From an optimization exercise on the open Yosys and OpenROAD flow, aimed at small area; shortcuts taken in it are not production practice. The RTL was checked by simulation tests, not by an equivalence proof against the original design. Power and IR drop assume default switching activity.

Setup of before:
// alu_pipe
module alu_pipe (
  input  logic        clk,
  input  logic [4:0]  sel,
  input  logic [31:0] data1,
  input  logic [31:0] data2,
  output logic [31:0] result
);
For scale: ~440 cells after synthesis, about 100 flip-flops, roughly 100 I/O pins.
==> flow/config.mk <==
export PLATFORM = sky130hd
export DESIGN_NAME = alu_pipe
export DESIGN_NICKNAME = alu_pipe
export VERILOG_FILES = /design/flow/design.v
export SDC_FILE = /design/flow/constraint.sdc
export NUM_CORES = 4
export LEC_CHECK = 0
export CAP_MARGIN = 20
export CORE_MARGIN = 2
export CORE_UTILIZATION = 40
export SLEW_MARGIN = 20
==> flow/constraint.sdc <==
create_clock -name core_clock -period 4.0 [get_ports {clk}]
set_input_delay 0.8000 -clock core_clock [delete_from_list [all_inputs] [get_ports {clk}]]
set_output_delay 0.8000 -clock core_clock [all_outputs]
set_load 0.01 [all_outputs]
standard.sh (not shown) runs the stock make flow with config.mk's settings and CLKGATE_MAP_FILE= SYNTH_SCRIPT=/design/flow/synth_recipe.tcl, a recipe that flattens the netlist after the stock synthesis.
==> flow/flow/run.sh <==
#!/bin/bash
# Own layout flow: the standard ORFS flow (standard.sh) with these changes:
#  - synthesis (flow/synth_cells.tcl): the standard flow's synthesis script, except that the ALU's gate
#    modules are mapped one-to-one onto sky130hd cells (flow/cells_map.v) before Yosys's synth,
#    ABC maps the rest with flow/abc.script, and no full/half-adder cells are extracted;
#  - port buffers are the smallest buffer, buf_1;
#  - clock tree from clkbuf_8 cells, without dummy loads;
#  - power (and so area) recovery after global routing.
# Each tool's full output is in the ORFS logs under orfs/logs/; make's output is in standard_flow.log.
set -euo pipefail
here=$(pwd)
export OWN_ABC_SCRIPT=$here/flow/abc.script
export OWN_CELL_MAP=$here/flow/cells_map.v
bash standard.sh \
  SYNTH_SCRIPT=$here/flow/synth_cells.tcl \
  ADDER_MAP_FILE= \
  "BUFFER_PORTS_ARGS=-buffer_cell sky130_fd_sc_hd__buf_1" \
  "CTS_ARGS=-sink_clustering_enable -repair_clock_nets -buf_list sky130_fd_sc_hd__clkbuf_8 -root_buf sky130_fd_sc_hd__clkbuf_8 -dont_use_dummy_load" \
  RECOVER_POWER=100 \
  finish > standard_flow.log 2>&1
Other scripts of this flow, unchanged in this note and not shown: flow/flow/abc.script, flow/flow/cells_map.v, flow/flow/synth_cells.tcl
## Diff of input files: after against before
diff --git a/flow/config.mk b/flow/config.mk
--- a/flow/config.mk
+++ b/flow/config.mk
@@ -9,3 +9,4 @@
 export CORE_MARGIN = 2
 export CORE_UTILIZATION = 40
+export SETUP_SLACK_MARGIN = -0.3
 export SLEW_MARGIN = 20
--- outcome ---
Going from before to after, worst slack at placement increased 88 ps, worst setup slack after layout decreased 120 ps, estimated wirelength of the detail-placed design increased 250 um, post-layout utilization of the core decreased 0.35 points.
after vs. before: logic depth of the worst register-to-register path went down by 1.

========
alu_pipe, a different RTL version from the one above (not shown whole).
Size: roughly 700 cells after synthesis, about 100 flip-flops, about 100 I/O pins, about 5200 um2 of cells after synthesis.
## alu_pipe
module alu_pipe (
  input  logic        clk,
  input  logic [4:0]  sel,
  input  logic [31:0] data1,
  input  logic [31:0] data2,
  output logic [31:0] result
);
export LEC_CHECK = 0
export ABC_AREA = 1
export CAP_MARGIN = 20
export CORE_MARGIN = 2
export CORE_UTILIZATION = 40
export SLEW_MARGIN = 20
create_clock -name core_clock -period 4.0 [get_ports {clk}]
==> flow/flow/run.sh <==
#!/bin/bash
# Own layout flow: the standard ORFS flow with a few make-variable overrides.
#  - ADDER_MAP_FILE empty: no full/half-adder cell extraction; ABC maps the adder logic.
#  - port buffers use the smallest buffer (buf_1) instead of the resizer's pick.
#  - power/area recovery after global routing.
set -euo pipefail
bash standard.sh \
  ADDER_MAP_FILE= \
  "BUFFER_PORTS_ARGS=-buffer_cell sky130_fd_sc_hd__buf_1" \
  RECOVER_POWER=100 \
  finish > standard_flow.log 2>&1
Then changed:
==> flow/run.sh (new file) <==
#!/bin/bash
# synth_recipe.tcl (not shown) runs the flow's synth.tcl, then flattens the netlist and writes it again
# the make line also repeats each setting of config.mk as NAME=value (left out here)
make -C /OpenROAD-flow-scripts/flow DESIGN_CONFIG=/design/flow/config.mk WORK_HOME=/design/flow/orfs CLKGATE_MAP_FILE= SYNTH_SCRIPT=/design/flow/synth_recipe.tcl finish
--- a/flow/config.mk
+++ b/flow/config.mk
@@ -6,5 +6,4 @@
 export NUM_CORES = 4
 export LEC_CHECK = 0
-export ABC_AREA = 1
 export CAP_MARGIN = 20
 export CORE_MARGIN = 2
removed: flow/flow/run.sh
removed: flow/standard.sh
After rerunning: Now the flow completed, yet does not pass: negative setup slack; final area climbs by a quarter to a third; wire length drops by a few percent; final cell count drops by about a fifth; worst hold slack improved by 16 ps; via count drops by about a fifth; register-to-register slack got worse by 660 ps; die area drops by a few percent; power climbs by roughly a tenth; fmax drops by about a fifth.

port drivers added, routing unchanged:
How much do the figures lean on ideal ports? The routed layouts below were timed once more, with nothing changed but the port constraints.
Step 1 assumes that a clkbuf_16 drives the clock port and a buf_2 every other input.
Step 2 moves the port delays by t, midway between the first and last clock arrival at a register: inputs arrive t later, outputs are due t later. That takes back most of the time a late clock gives input paths.
Three values: ideal ports, drivers, drivers and shift; two values: the first two.
run	t, ns	setup WS [ns]	worst setup path after step 2	clock arrival spread, ns
before	0.383	0.373 / 0.373 / 0.373	register to register	0.020 / 0.020
after	0.385	0.253 / 0.253 / 0.253	register to register	0.019 / 0.019
the first run of note 2	0.390	0.497 / 0.497 / 0.497	register to register	0.007 / 0.007
the second run of note 2	0.394	-0.162 / -0.162 / -0.162	register to register	0.009 / 0.009
